Source: an optimization exercise on an open RTL-to-GDS flow (aim: small area). Production flows keep margins and buffers that such runs may drop.
In this exercise RTL edits were held to simulation tests only and were not proved equivalent to the original.
Power figures rest on the tool's default switching activity, not on a simulated workload.

===== flow/flow/run.sh =====
#!/bin/bash
# Own layout flow: the standard layout (standard.sh) with
#  - synthesis through flow/synth.tcl: abc maps the logic with the
#    area-oriented script flow/area*.abc (best of several &deepsyn seeds);
#    registers are mapped as in the standard synthesis,
#  - port buffers of sky130_fd_sc_hd__buf_1,
#  - a clock tree of sky130_fd_sc_hd__clkbuf_8 without dummy loads.
# make's full output goes to flow_make.log in the work folder; ORFS keeps each
# step's own log under orfs/logs/.
set -euo pipefail
W=$(pwd)
export MY_ABC_SCRIPTS="$W/flow/area.abc $W/flow/area2.abc"
export MY_ABC_SEEDS="1 2 3 4 5 6 7 8 9 10 11 12"
bash standard.sh SYNTH_SCRIPT=$W/flow/synth.tcl \
  "BUFFER_PORTS_ARGS=-buffer_cell sky130_fd_sc_hd__buf_1" \
  "CTS_ARGS=-sink_clustering_enable -repair_clock_nets -dont_use_dummy_load -buf_list sky130_fd_sc_hd__clkbuf_8 -root_buf sky130_fd_sc_hd__clkbuf_8 -tree_buf sky130_fd_sc_hd__clkbuf_8" \
  finish > $W/flow_make.log 2>&1

===== flow/flow/area.abc =====
strash; &get -n; &deepsyn -T 40 -S @SEED@; &put; dch -f; amap; topo; buffer -p; upsize -D 4500; dnsize -D 4500; stime

===== flow/flow/area2.abc =====
strash; &get -n; &deepsyn -T 40 -S @SEED@; &put; dc2; dch -f; amap; topo; buffer -p; upsize -D 4500; dnsize -D 4500; stime

===== flow/flow/synth.tcl =====
# synth_recipe.tcl (the standard synthesis) with two changes: abc maps the logic
# with the area-oriented scripts flow/area*.abc instead of ORFS's speed script,
# trying each with several random seeds of its &deepsyn step and keeping the
# smallest result; and adders are left to abc instead of being mapped to ha/fa cells
# first. Registers are mapped by dfflibmap before abc, exactly as in the
# standard synthesis, so their names and cells are unchanged.
proc synth {args} { yosys synth -nofsm -noshare {*}$args }
proc abc {args} {
  set i [lsearch -exact $args -script]
  if {$i < 0} { yosys abc {*}$args; return }
  set lib [lindex $::env(LIB_FILES) 0]
  yosys design -save my_pre_abc
  set best -1
  set k 0
  foreach script $::env(MY_ABC_SCRIPTS) {
  set template [read [open $script r]]
  foreach seed $::env(MY_ABC_SEEDS) {
    incr k
    yosys design -load my_pre_abc
    set f $::env(RESULTS_DIR)/abc_try$k.script
    set fh [open $f w]
    puts $fh [string map [list @SEED@ $seed] $template]
    close $fh
    yosys abc {*}[lreplace $args $i [expr {$i + 1}] -script $f]
    yosys tee -q -o $::env(RESULTS_DIR)/abc_try$k.stat stat -liberty $lib
    set fh [open $::env(RESULTS_DIR)/abc_try$k.stat r]
    set area -1
    foreach line [split [read $fh] "\n"] {
      if {[regexp {Chip area for module .*: ([0-9.]+)} $line -> a]} { set area $a }
    }
    close $fh
    puts "abc [file tail $script] seed $seed: area $area"
    if {$area > 0 && ($best < 0 || $area < $best)} {
      set best $area
      yosys design -save my_best_abc
    }
  }
  }
  puts "abc: keeping area $best"
  yosys design -load my_best_abc
}
unset -nocomplain ::env(ADDER_MAP_FILE)
source $::env(SCRIPTS_DIR)/synth.tcl
# left out here: clear keep_hierarchy, flatten, clean up, hide names made inside functions, write 1_2_yosys.v

===== flow/standard.sh =====
#!/bin/bash
# synth_recipe.tcl (not shown) runs the flow's synth.tcl, then flattens the netlist and writes it again
# the make line also repeats each setting of config.mk as NAME=value (left out here)
make -C /OpenROAD-flow-scripts/flow DESIGN_CONFIG=/design/flow/config.mk WORK_HOME=/design/flow/orfs CLKGATE_MAP_FILE= SYNTH_SCRIPT=/design/flow/synth_recipe.tcl "${@:-finish}"

===== flow/config.mk =====
export PLATFORM = sky130hd
export DESIGN_NAME = video_output_ctrl
export DESIGN_NICKNAME = video_output_ctrl
export VERILOG_FILES = /design/flow/design.v
export SDC_FILE = /design/flow/constraint.sdc
export NUM_CORES = 4
export LEC_CHECK = 0
export CAP_MARGIN = 20
export CORE_MARGIN = 2
export CORE_UTILIZATION = 55
export SLEW_MARGIN = 20

===== flow/constraint.sdc =====
create_clock -name core_clock -period 6.0 [get_ports {clk_pix}]
set_input_delay 1.2000 -clock core_clock [delete_from_list [all_inputs] [get_ports {clk_pix}]]
set_output_delay 1.2000 -clock core_clock [all_outputs]
set_load 0.01 [all_outputs]

===== flow/design.v =====
module tmds_pre_encoder #(
	parameter GAIN6 = 1      
) (
	input  [5:0] a,
	output [8:0] qm,
	output [3:0] m
);
	wire [8:0] p = GAIN6 ? {a, 2'b0} + {1'b0, a, 1'b0} : {1'b0, a, 2'b0};
	wire [7:0] v = p[8] ? 8'hFF : p[7:0];
	wire [7:0] x;
	assign x[0] = v[0];
	genvar i;
	generate for (i = 1; i < 8; i = i + 1) begin : g_x
		assign x[i] = v[i] ^ x[i-1];
	end endgenerate
	wire [3:0] nv = v[0] + v[1] + v[2] + v[3] + v[4] + v[5] + v[6] + v[7];
	wire sel = nv > 4 || (nv == 4 && v[0] == 0);
	assign qm = {~sel, x ^ {4{sel, 1'b0}}};
	wire [2:0] ne = x[0] + x[2] + x[4] + x[6];
	wire [2:0] no = x[1] + x[3] + x[5] + x[7];
	assign m = 4'd2 - ne - (sel ? 4'd4 - no : {1'b0, no});
endmodule
module vga_core (
	input  wire clk_i,
	input  wire rst_i,       
	output wire de_o,
	output wire vsync_o,
	output wire hsync_o
);
	reg [9:0] h, v;
	wire hend = h[9] & h[8] & h[4] & h[3] & h[2] & h[1] & h[0];       
	wire vend = v[9] & v[3] & v[2];                                   
	always @(posedge clk_i) begin
		if (rst_i || hend) h <= 10'd0;
		else h <= h + 10'd1;
		if (rst_i || (hend && vend)) v <= 10'd0;
		else v <= v + {9'd0, hend};
	end
	assign de_o = ~(h[9] & (h[8] | h[7])) & ~(v[9] | (v[8] & v[7] & v[6] & v[5]));
	assign hsync_o = ~(h[9] & ~h[8] & h[7] & (h[6] | h[5] | h[4]) & ~(h[6] & h[5] & h[4]));
	assign vsync_o = ~(v[8] & v[7] & v[6] & v[5] & ~v[4] & v[3] & ~v[2] & v[1]);
endmodule
module TMDS_encoder (
	input  wire       i_clk,
	input  wire       i_rst_n,
	input  wire [8:0] i_qm,
	input  wire [3:0] i_m,
	input  wire       i_c0,
	input  wire       i_c1,
	input  wire       i_de,
	output reg  [9:0] o_data
);
	reg  [3:0] cnt;
	wire inv = (cnt == 4'd0 || i_m == 4'd0) ? ~i_qm[8]
	         : ~(cnt[3] ^ (~i_m[3] & (i_m[1] | i_m[0])));
	wire [3:0] cnt_i = cnt + i_m + {3'd0, i_qm[8]};
	wire [3:0] cnt_n = cnt + ~i_m + {3'd0, i_qm[8]};
	always @(posedge i_clk) begin
		if (!i_de) begin
			o_data <= {~(i_c1 ^ i_c0), ~i_c0, 8'h54 ^ {8{i_c0}}};
			cnt <= 4'd0;
		end else begin
			o_data <= {inv, i_qm[8], i_qm[7:0] ^ {8{inv}}};
			cnt <= inv ? cnt_i : cnt_n;
		end
		if (!i_rst_n)
			cnt <= 4'd0;
	end
endmodule
module video_output_ctrl (
	input clk_pix,
	input RST_N,
	input[23:0] RGB_data_in,
	input RGB_in_valid,
	output pixel_request,
	output hsync_s, vsync_s,
	output [9:0] tmds_r, tmds_g, tmds_b
);
	reg vreg, g1, g2;
	reg sh;                  
	reg qz;                  
	reg [5:0] s1r, s1g, s1b, s2r, s2g, s2b;
	always @(posedge clk_pix) begin
		vreg <= RGB_in_valid;
		g1 <= vreg;
		g2 <= g1 & RST_N & sh;
		s1r <= RGB_data_in[23:18];
		s1g <= RGB_data_in[15:10];
		s1b <= RGB_data_in[7:2];
		s2r <= s1r;
		s2g <= s1g;
		s2b <= s1b;
		sh <= RST_N & (sh | RGB_in_valid);
		qz <= ~(RST_N & sh);
	end
	wire de, hs, vs;
	vga_core vga_inst (.clk_i(clk_pix), .rst_i(qz), .de_o(de), .vsync_o(vs), .hsync_o(hs));
	assign pixel_request = de;
	assign hsync_s = hs;
	assign vsync_s = vs;
	wire [8:0] qr, qg, qb;
	wire [3:0] mr, mg, mb;
	tmds_pre_encoder #(.GAIN6(1)) dr (.a(g2 ? s2r : 6'd0), .qm(qr), .m(mr));
	tmds_pre_encoder #(.GAIN6(0)) dg (.a(g2 ? s2g : 6'd0), .qm(qg), .m(mg));
	tmds_pre_encoder #(.GAIN6(1)) db (.a(g2 ? s2b : 6'd0), .qm(qb), .m(mb));
	TMDS_encoder encod_blue (.i_clk(clk_pix), .i_rst_n(RST_N), .i_de(de),
		.i_qm({qb[8] & ~qz, qb[7:0]}), .i_m(mb), .i_c0(hs), .i_c1(vs), .o_data(tmds_b));
	TMDS_encoder encod_green (.i_clk(clk_pix), .i_rst_n(RST_N), .i_de(de),
		.i_qm({qg[8] & ~qz, qg[7:0]}), .i_m(mg), .i_c0(1'b0), .i_c1(1'b0), .o_data(tmds_g));
	TMDS_encoder encod_red (.i_clk(clk_pix), .i_rst_n(RST_N), .i_de(de),
		.i_qm({qr[8] & ~qz, qr[7:0]}), .i_m(mr), .i_c0(1'b0), .i_c1(1'b0), .o_data(tmds_r));
endmodule

==> summary.md <==
| Metric | Value |
|---|---|
| Outcome | `finished clean` |
| Final setup fails | `0` |
| Skew-Pair Late Insertion Delay | `360 ps` |
| PwrDens | `415 mW/mm²` |
| Area of the multi-input gates | `0.00185 mm²` |
| Reg2reg start | `s2r[1]` |
| Clk slew on worst S/H paths | `80 ps` |
| Placer Congestion | `0.856` |
| R2R setup slack | `550 ps` |
| Sequential share of the synthesized area | `0.494` |
| Die W | `91.1 µm` |
| Die area | `0.00829 mm²` |
| Max transition margin | `0.621` |
| Synthesis Warnings | `3` |
| Met2 wire len | `3.95 mm` |
| Clock Sinks | `103` |
| Placed Instances | `700` |
| Post-Syn Area | `0.00417 mm²` |
| Min-Delay Endpoint | `s2b[2]` |
| I/O pin count | `60` |
| Max incr delay on CP | `370 ps` |
| Wire per inst | `12.1 µm` |
| Setup TNS | `0 ps` |
| TritonCTS clock tree | `done` |
| Routed WL | `8.59 mm` |
| Top cells by area, synth | `dfxtp_1 (49%), nor2_1 (10%), inv_1 (6.5%)` |
| Slowest CP cell | `dfxtp_1` |
| Core ar. | `0.00729 mm²` |
| Ant. Diodes | `0` |
| GRT Util Overall | `0.209` |
| Skew final | `26.9 ps` |
| DRT antenna net count | `0` |
| Clk root buf | `clkbuf_8` |
| Filler cell count | `643` |
| EDFF count, synth | `0` |
| Maximum number of pins on one net before global-route repair | `19` |
| Hold Crit Start | `s1b[2]` |
| Initial Util | `0.572` |
| Grt ovf | `0` |
| Vias in the first global route | `3457` |
| # hold bufs at CTS | `0` |
| Most repeated library cell on the critical path | `nor2_1` |
| # nets final | `639` |
| Vias/cell | `5.42` |
| HP Class | `reg -> reg` |
| WHS Path Cells | `0` |
| Pins Over Slew Limit | `0` |
| Tightest Pin Transition | `565 ps` |
| Drt pass-1 iters | `5` |
| Final design utilization | `0.639` |
| Period utilization | `0.908` |
| Crit path max fanout | `6` |
| Post-synthesis cell type count | `35` |
| CTS max path bufs | `2` |
| Synth cell count leaders | `nor2_1 (115), dfxtp_1 (103), inv_1 (72), a21oi_1 (53), nand2_1 (53)` |
| R2R cell count | `36` |
| Synthesized instance count | `547` |
| Final HPWL DP | `6.48 mm` |
| Cell taking the most area after synthesis | `dfxtp_1` |
| Max_cap viols | `0` |
| Chip Height | `91.1 µm` |
| Final min period | `5450 ps` |
| Top-area cell type share of the netlist area | `0.494` |
| Worst setup EP type | `register` |
| Worst IR drop on VDD | `0.233 mV` |
| H-tree Lvls | `3` |
| M1 WL | `4.10 mm` |
| Worst reg2reg endpoint | `encod_red.cnt[3]` |
| Final Hold Fails | `0` |
| Final std cells w/o fill | `709` |
| Leak | `1.91 nW` |
| CTS Buf Count | `9` |
| I/O Buffers | `53` |
| Syn nets | `574` |
| Prevailing post-synth register cell | `dfxtp_1` |
| Async SR Flop Fraction | `0` |
| Share of cells above drive strength 1 | `0.0361` |
| Count of unresolved DRC violations after routing | `0` |
| DR vias | `3845` |
| Number of synthesized register bits | `103` |
| Most frequent cell after synthesis | `nor2_1` |
| DR top layer | `met4` |
| CP startpoint kind | `register` |
| Initial DRC count | `152` |
| Crit path DAT | `5660 ps` |
| Setup CP Type | `reg -> reg` |
| Row cnt | `31` |
| Achievable Freq | `184 MHz` |
| Synth-to-Final Area Change | `11.8%` |
| Initial antenna violation count | `0` |
| First-pass GRT wire length | `14.3 mm` |
| Syn Area/Cell | `7.62 µm²` |
| Metal3 WL | `319 µm` |
| WP data required | `6220 ps` |
| Register Area | `0.00206 mm²` |
[per-layer routing]
layer,GRT usage,up-vias
met2,0.354,87
met3,0.0465,25
met1,0.257,1728
li1,-,2005
met4,0.0884,0
met5,0,-
[timing repair]
item	CTS	global route
buffers inserted	0	0
endpoints found under the hold margin	0	0
setup endpoints to repair	0	2
gates resized for setup	0	4
[per-stage QoR]
stage / cell area, µm² / hold WS, ps / power [mW] / setup WS [ps]
2_1_floorplan: 4170 / 310 / 1.43 / 1360
3_3_place_gp: 4520 / 311 / 1.59 / 712
3_5_place_dp: 4520 / 313 / 1.61 / 583
4_1_cts: 4650 / 326 / 1.94 / 503
5_1_grt: 4660 / 325 / 2.09 / -61.3
6_report: 4660 / 321 / 1.94 / 553
[placed cells by master (no fill, tap or decap), types with 2 or more instances in the layout]
cell type  Yosys  layout
a211oi_1      14      14
a21oi_1       53      52
a221oi_1       2       2
a311oi_1       2       2
a31oi_1        5       5
a41oi_1        3       3
and2_1         2       2
and3_1         2       2
buf_1          0      53
buf_4          0       5
clkbuf_8       0       9
dfxtp_1      103     103
inv_1         72      72
nand2_1       53      53
nand3_1        3       3
nor2_1       115     114
nor2b_1        4       4
nor3_1        17      17
nor4_1         5       5
o211ai_1       2       2
o21ai_0       39      39
o21ai_1        3       2
o221ai_1       2       2
o22ai_1       25      25
o311ai_0       2       2
o31ai_1        2       2
or2_2          2       2
[registers in the layout (all words and copies together), names as in the netlist, 4 cells and up]
name / count
encod_red.cnt: 4
s1r: 6
s2g: 6
encod_green.cnt: 4
encod_green.o_data: 10
s1b: 6
vga_inst.h: 10
encod_blue.cnt: 4
encod_red.o_data: 10
s1g: 6
s2r: 6
encod_blue.o_data: 10
s2b: 6
vga_inst.v: 10
[cell families (layout without fill, tap and decap cells)]
group                  Yosys count  count (layout)  synth area share
AND/OR/NAND/NOR                204             204             0.200
AO/OA/AOI/OAI                  163             163             0.236
flip-flops                     103             103             0.494
buffers and inverters           76             139            0.0684
XOR/XNOR                         1               1           0.00210
[power by group]
group	total, mW	internal [mW]	switching [mW]
combinational	0.709	0.251	0.458
sequential	0.901	0.839	0.0625
clock	0.326	0.135	0.191
total	1.94	1.22	0.712
[worst max path at each step]
stage	slack, ps	end	depth (start not counted)	start
2_1_floorplan	1360	encod_red.cnt[2]	34	s2r[2]
3_3_place_gp	710	encod_red.cnt[2]	36	s2r[1]
3_5_place_dp	580	encod_red.cnt[3]	34	s2r[2]
4_1_cts	500	encod_red.cnt[2]	34	s2r[2]
5_1_grt	-60	encod_red.cnt[2]	36	s2r[0]
6_report	550	encod_red.cnt[3]	36	s2r[1]
[critical path, delay by kind of cell (launching register included)]
family          cells  cell delay (ps)
compound gates     16             2590
buf+inv             6              710
simple gates       14             1650
flops               1              370
[cell type report]
class / instances / share of cell area
Clock buffer: 9 / 0.0266
Inverter: 72 / 0.0580
Multi-Input combinational cell: 368 / 0.396
Sequential cell: 103 / 0.442
Tap cell: 99 / 0.0266
Timing Repair Buffer: 58 / 0.0507

==> port drivers added, routing unchanged <==
The flow's constraints put no driver on any port. The routed layout listed below was extracted and timed again, unchanged, in two steps. Step 1: set_driving_cell puts a clkbuf_16 on clk_pix and a buf_2 on each other input, an assumption about the parent block. Step 2 also shifts input and output timing later by t, the mid clock arrival at the registers, as if the neighbouring blocks saw the same clock. Slacks: ideal / step 1 / step 2; pairs: ideal / step 1.
t (ns): 0.381
setup slack, ns: 0.553 / 0.553 / 0.553
worst hold slack (ns): 0.321 / 0.321 / 0.321
clock arrival spread, ns: 0.028 / 0.028
worst slew at a driven data input, ns: 0.03
After both steps setup and hold are still met in this run. The setup slack of this run moves by 0.000 ns with the drivers and by 0.000 ns with both steps.
